From an optimization exercise on the open Yosys and OpenROAD flow, aimed at small area, a short achievable clock period and few clock cycles; shortcuts taken in it are not production practice.
RTL that was checked went through simulation tests only; none was proved equivalent to the original.
The clock port is modelled as an ideal driver, which makes a skipped or thinned clock tree look cheaper than it is; a real chip needs a root buffer or a tree.
Power figures rest on the tool's default switching activity, not on a simulated workload.

== main ==
==> flow/design.v <==
`timescale 1ns/10ps
module ELA(clk, rst, in_data, data_rd, req, wen, addr, data_wr, done);
	input				clk;
	input				rst;
	input		[7:0]	in_data;
	input		[7:0]	data_rd;
	output				req;
	output	reg			wen;
	output	reg	[9:0]	addr;
	output	reg	[7:0]	data_wr;
	output	reg			done;
	reg			nreq;
	assign req = ~nreq;
	reg			s0, s1, s2;
	wire		main = s0 | s1 | s2;
	wire [4:0] col = addr[4:0];
	wire [3:0] rf = addr[9:6];
	wire kge2 = |col[4:1];				 
	wire klow = &col[4:2] & (col[1] | col[0]);	 
	wire last = addr[5] & klow & (rf == 4'd14);	 
	reg	[7:0]	xr, v, yr, p, q;
	reg	[7:0]	dreg, bd;
	reg	[7:0]	sreg, bs;
	wire [7:0] sum8, dm;
	ela_eval u_eval (.x(xr), .y(yr), .s(sum8), .d(dm));
	wire bzero = &bd;
	wire lt = ~bzero & ((&dreg) | (dreg < bd));
	reg cen;
	wire upd = s1 | (lt & cen);
	always @(posedge clk) begin
		dreg <= dm;
		sreg <= sum8;
		if (upd) begin
			bd <= dreg;
			bs <= sreg;
		end
		if (s0) begin
			xr <= v;
			v <= xr;
		end else if (s1)
			xr <= data_rd;
		if (s0)
			yr <= data_wr;
		else if (s1)
			yr <= q;
		else
			yr <= p;
		if (s1) begin
			p <= yr;
			q <= p;
		end
		cen <= s1 ? kge2 : s2 ? ~col[4] | ~col[3] | ~col[2] | ~col[1] : 1'b0;
		data_wr <= s1 ? bs : in_data;
		if (!main && !wen)
			addr <= 10'd31;
		else begin
			addr[4:0] <= s1 ? col - 5'd2 : s2 ? col + 5'd3 : s0 ? col : col + 5'd1;
			addr[5] <= s1;
			if (!main)
				addr[9:6] <= {3'd0, nreq & (&col)};
			else if (s0 || (s1 && !kge2))
				addr[9:6] <= rf - 4'd1;
			else if (s2 && addr[5] && klow)
				addr[9:6] <= rf + 4'd2;
			else if (s2)
				addr[9:6] <= rf + 4'd1;
		end
	end
	always @(posedge clk or posedge rst) begin
		if (rst) begin
			s0 <= 1'b0;
			s1 <= 1'b0;
			s2 <= 1'b0;
			nreq <= 1'b0;
			wen <= 1'b0;
			done <= 1'b0;
		end else if (done) begin
			nreq <= 1'b1;
			wen <= 1'b0;
		end else if (!main) begin
			wen <= 1'b1;
			if (wen && col == 5'd30)
				nreq <= 1'b1;
			if (nreq && col == 5'd31)
				s0 <= 1'b1;
		end else begin
			s0 <= s2;
			s1 <= s0;
			s2 <= s1;
			nreq <= ~s0;
			if (s2) begin
				wen <= ~last;
				if (last && col == 5'd31) begin
					done <= 1'b1;
					s0 <= 1'b0;
					wen <= 1'b0;
				end
			end else
				wen <= s1;
		end
	end
endmodule
module ela_eval(x, y, s, d);
	input		[7:0]	x, y;
	output		[7:0]	s, d;
	wire [7:0] yn = ~y;
	wire [7:0] sp = x ^ y;	 
	wire [7:0] ep = x ^ yn;	 
	reg [7:0] sg, sq, eg, eq;	 
	integer l, i, t;
	always @(*) begin
		sg = x & y;
		sq = sp;
		eg = x & yn;
		eq = ep;
		for (l = 0; l < 3; l = l + 1)
			for (i = 0; i < 8; i = i + 1)
				if ((i >> l) & 1) begin
					t = ((i >> (l + 1)) << (l + 1)) + (1 << l) - 1;
					sg[i] = sg[i] | (sq[i] & sg[t]);
					sq[i] = sq[i] & sq[t];
					eg[i] = eg[i] | (eq[i] & eg[t]);
					eq[i] = eq[i] & eq[t];
				end
	end
	wire [8:0] sum = {sg[7], sp ^ {sg[6:0], 1'b0}};
	wire [7:0] e0 = ep ^ {eg[6:0], 1'b0};
	wire [7:0] e1 = ep ^ {eg[6:0] | eq[6:0], 1'b1};
	assign s = sum[8:1];
	assign d = eg[7] ? e0 : ~e1;
endmodule
==> flow/config.mk <==
export PLATFORM = sky130hd
export DESIGN_NAME = ELA
export DESIGN_NICKNAME = ELA
export VERILOG_FILES = /design/flow/design.v
export SDC_FILE = /design/flow/constraint.sdc
export NUM_CORES = 8
export LEC_CHECK = 0
export CAP_MARGIN = 20
export CORE_MARGIN = 2
export CORE_UTILIZATION = 40
export SETUP_SLACK_MARGIN = 2.9
export SLEW_MARGIN = 20
export SYNTH_HIERARCHICAL = 1
==> flow/constraint.sdc <==
create_clock -name core_clock -period 5.0 [get_ports {clk}]
set_input_delay 1.0000 -clock core_clock [delete_from_list [all_inputs] [get_ports {clk}]]
set_output_delay 1.0000 -clock core_clock [all_outputs]
set_load 0.01 [all_outputs]
standard.sh (not shown) runs the stock make flow with config.mk's settings and CLKGATE_MAP_FILE= SYNTH_SCRIPT=/design/flow/synth_recipe.tcl, a recipe that flattens the netlist after the stock synthesis.
==> flow/flow/run.sh <==
#!/bin/bash
# Own layout flow: the standard ORFS flow (standard.sh), except that
# - the clock tree is built by flow/cts.tcl, a copy of ORFS's cts.tcl whose
#   TritonCTS call is replaced by one level of clock buffers fed by the clock
#   port (manual_clock_tree there);
# - flow/env.sh may set MAKEVARS, extra ORFS variables for the steps after
#   synthesis. Synthesis is the standard one, unchanged.
# Every tool's output goes to a log in this folder.
set -euo pipefail
W=$(pwd)
rm -rf "$W/scripts"
cp -r "$FLOW_HOME/scripts" "$W/scripts"
cp "$W/flow/cts.tcl" "$W/scripts/cts.tcl"
export SCRIPTS_DIR="$W/scripts"
export CLKTREE_NBUF=4
export CLKTREE_BUF=sky130_fd_sc_hd__clkbuf_16
MAKEVARS=()
if [ -f "$W/flow/env.sh" ]; then source "$W/flow/env.sh"; fi
bash standard.sh synth > "$W/flow_synth.log" 2>&1
for step in floorplan place cts finish; do
  bash standard.sh "${MAKEVARS[@]}" $step > "$W/flow_$step.log" 2>&1
done
test -s "$W/out/final.def"
Other scripts of this flow, unchanged in this note and not shown: flow/flow/cts.tcl, flow/flow/env.sh
main | stages: all done | timing, DRC, antenna: all pass
What the feature branch does differently from main at the input level:
--- a/flow/design.v
+++ b/flow/design.v
@@ -54,16 +54,14 @@
 		if (!main && !wen)
 			addr <= 10'd31;
 		else begin
-			addr[4:0] <= s1 ? col - 5'd2 : s2 ? col + 5'd3 : s0 ? col : col + 5'd1;
+			addr[4:0] <= col + (s1 ? 5'd30 : s2 ? 5'd3 : s0 ? 5'd0 : 5'd1);
 			addr[5] <= s1;
 			if (!main)
 				addr[9:6] <= {3'd0, nreq & (&col)};
 			else if (s0 || (s1 && !kge2))
 				addr[9:6] <= rf - 4'd1;
-			else if (s2 && addr[5] && klow)
-				addr[9:6] <= rf + 4'd2;
 			else if (s2)
-				addr[9:6] <= rf + 4'd1;
+				addr[9:6] <= rf + ((addr[5] & klow) ? 4'd2 : 4'd1);
 		end
 	end
 	always @(posedge clk or posedge rst) begin
### Flow results
Compared with main, the feature branch shows highest ir drop seen on vdd that has gone up by more than a quarter. Looking at cell area after placement, the feature branch sits below main. Chip height for the feature branch is lower than for main. Diff main -> the feature branch | fraction of synthesized cell area in xor and xnor cells | increase of 0.50 points. Synthesized-area fraction occupied by and/or/nand/nor cells delta for the feature branch relative to main: 0.39 points lower. Number of buffer and inverter stages on the critical path, the feature branch and main: lower on the feature branch. Sort the feature branch and main by slew of the pin with the lowest slew margin, ascending, and the feature branch comes first. The feature branch against main; synthesized cell count is down by a few percent. In the feature branch the post-synth net total turned out 15 lower than in main. For the feature branch, the capturing instance or port of the critical path was addr[9], unlike main, where it was dreg[5]. Summary of the feature branch over main: total power density per cell area neither gained nor lost much, setup slack now larger, area inside the core boundary went down, global-route track usage on met3 has remained practically unchanged. Any difference in post-synthesis area per instance between the feature branch and main is small enough to ignore.
Testbench counts of the feature branch, summed over its fixed seeds: cycles 47,392.
Function not checked in main: the RTL went through the layout flow alone. In every run of this note, the design's own scripts or RTL, not TritonCTS, make the clock network.


== rev 12 ==
// ELA: RTL as listed in full above, without the edits since
==> flow/config.mk <==
export PLATFORM = sky130hd
export DESIGN_NAME = ELA
export DESIGN_NICKNAME = ELA
export VERILOG_FILES = /design/flow/design.v
export SDC_FILE = /design/flow/constraint.sdc
export NUM_CORES = 8
export LEC_CHECK = 0
export CAP_MARGIN = 20
export CORE_MARGIN = 2
export CORE_UTILIZATION = 40
export SETUP_SLACK_MARGIN = 2.95
export SLEW_MARGIN = 20
export SYNTH_HIERARCHICAL = 1
==> flow/constraint.sdc <==
create_clock -name core_clock -period 5.0 [get_ports {clk}]
set_input_delay 1.0000 -clock core_clock [delete_from_list [all_inputs] [get_ports {clk}]]
set_output_delay 1.0000 -clock core_clock [all_outputs]
set_load 0.01 [all_outputs]
Scripts as last shown in full above: flow/flow/run.sh
Other scripts of this flow, unchanged in this note and not shown: flow/flow/cts.tcl, flow/flow/env.sh
Changes in rev 13 relative to rev 12:
==> flow/design.v, changed modules only <==
module ELA(clk, rst, in_data, data_rd, req, wen, addr, data_wr, done);
	input				clk;
	input				rst;
	input		[7:0]	in_data;
	input		[7:0]	data_rd;
	output				req;
	output	reg			wen;
	output	reg	[9:0]	addr;
	output	reg	[7:0]	data_wr;
	output	reg			done;
	reg			nreq;
	assign req = ~nreq;
	reg			s0, s1, s2;
	wire		main = s0 | s1 | s2;
	wire [4:0] col = addr[4:0];
	wire [3:0] rf = addr[9:6];
	wire kge2 = |col[4:1];				 
	wire klow = &col[4:2] & (col[1] | col[0]);	 
	wire last = addr[5] & klow & (rf == 4'd14);	 
	reg	[7:0]	xr, v, yr, p, q;
	reg	[7:0]	dreg, bd;
	reg	[7:0]	sreg, bs;
	wire [7:0] sum8, dm;
	ela_eval u_eval (.x(xr), .y(yr), .s(sum8), .d(dm));
	wire bzero = &bd;
	wire lt = ~bzero & ((&dreg) | (dreg < bd));
	reg cen;
	wire upd = s1 | (lt & cen);
	always @(posedge clk) begin
		dreg <= dm;
		sreg <= sum8;
		if (upd) begin
			bd <= dreg;
			bs <= sreg;
		end
		if (s0) begin
			xr <= v;
			v <= xr;
		end else if (s1)
			xr <= data_rd;
		if (s0)
			yr <= data_wr;
		else if (s1)
			yr <= q;
		else
			yr <= p;
		if (s1) begin
			p <= yr;
			q <= p;
		end
		cen <= s1 ? kge2 : s2 ? ~col[4] | ~col[3] | ~col[2] | ~col[1] : 1'b0;
		data_wr <= s1 ? bs : in_data;
		if (!main && !wen)
			addr <= 10'd31;
		else begin
			addr[4:0] <= col + (s1 ? 5'd30 : s2 ? 5'd3 : s0 ? 5'd0 : 5'd1);
			addr[5] <= s1;
			if (!main)
				addr[9:6] <= {3'd0, nreq & (&col)};
			else if (s0 || (s1 && !kge2))
				addr[9:6] <= rf - 4'd1;
			else if (s2)
				addr[9:6] <= rf + ((addr[5] & klow) ? 4'd2 : 4'd1);
		end
	end
	always @(posedge clk or posedge rst) begin
		if (rst) begin
			s0 <= 1'b0;
			s1 <= 1'b0;
			s2 <= 1'b0;
			nreq <= 1'b0;
			wen <= 1'b0;
			done <= 1'b0;
		end else if (done) begin
			nreq <= 1'b1;
			wen <= 1'b0;
		end else if (!main) begin
			wen <= 1'b1;
			if (wen && col == 5'd30)
				nreq <= 1'b1;
			if (nreq && col == 5'd31)
				s0 <= 1'b1;
		end else begin
			s0 <= s2;
			s1 <= s0;
			s2 <= s1;
			nreq <= ~s0;
			if (s2) begin
				wen <= ~last;
				if (last && col == 5'd31) begin
					done <= 1'b1;
					s0 <= 1'b0;
					wen <= 1'b0;
				end
			end else
				wen <= s1;
		end
	end
endmodule
module ela_eval(x, y, s, d);
	input		[7:0]	x, y;
	output		[7:0]	s, d;
	wire [7:0] yn = ~y;
	wire [7:0] sp = x ^ y;	 
	wire [7:0] ep = x ^ yn;	 
	reg [7:0] sg, sq, eg, eq, hg, hq;	 
	integer l, i, t;
	always @(*) begin
		sg = x & y;
		sq = sp;
		for (l = 0; l < 3; l = l + 1)
			for (i = 0; i < 8; i = i + 1)
				if ((i >> l) & 1) begin
					t = ((i >> (l + 1)) << (l + 1)) + (1 << l) - 1;
					sg[i] = sg[i] | (sq[i] & sg[t]);
					sq[i] = sq[i] & sq[t];
				end
		eg = x & yn;
		eq = ep;
		for (l = 0; l < 3; l = l + 1) begin
			hg = eg;
			hq = eq;
			for (i = 0; i < 8; i = i + 1)
				if (i >= (1 << l)) begin
					hg[i] = eg[i] | (eq[i] & eg[i - (1 << l)]);
					hq[i] = eq[i] & eq[i - (1 << l)];
				end
			eg = hg;
			eq = hq;
		end
	end
	wire [8:0] sum = {sg[7], sp ^ {sg[6:0], 1'b0}};
	wire [7:0] e0 = ep ^ {eg[6:0], 1'b0};
	wire [7:0] e1 = ep ^ {eg[6:0] | eq[6:0], 1'b1};
	assign s = sum[8:1];
	assign d = eg[7] ? e0 : ~e1;
endmodule
--- outcome ---
Between rev 13 and rev 12, the post-synthesis to final-layout area growth is higher for rev 13. Rev 13 vs. rev 12: detailed-routed wire length on met3 has increased; setup slack grew by 0.095 ns; met2 routing resource usage after global routing shows an increase of 1.3 points. Compared with rev 12, in rev 13 final cell count grew by 1.1%, via count went down 1.1%.
No run of this note included a check of the RTL's function; only the layout flow was run. No run of this note takes its clock network from TritonCTS; it comes from the design's own scripts or RTL.

==> port drivers added, routing unchanged <==
How much do the figures lean on ideal ports? The routed layouts below were timed once more, with nothing changed but the port constraints. Step 1 sets driving cells, clkbuf_16 on the clock port and buf_2 on the other inputs (assumed; they add their load-dependent delay and slew). Step 2 adds t to the input delays and takes it off the output delays; t is the mean of the earliest and latest rising clock arrival at the registers after step 1. Input paths then give back, and output paths get back, about the clock's delay inside the block. a / b / c = no drivers / after step 1 / after step 2; a / b = the first two.
run	shift t [ns]	slack for setup (ns)	hold slack, ns	worst setup path after step 2
main	0.236	2.889 / 2.889 / 2.889	0.410 / 0.410 / 0.410	register to register
the feature branch	0.237	2.983 / 2.983 / 2.983	0.411 / 0.411 / 0.411	register to register
rev 12	0.234	2.907 / 2.907 / 2.907	0.411 / 0.411 / 0.411	register to register
rev 13	0.236	3.002 / 3.002 / 3.002	0.411 / 0.411 / 0.411	register to register
After both steps setup and hold are still met in every run listed.
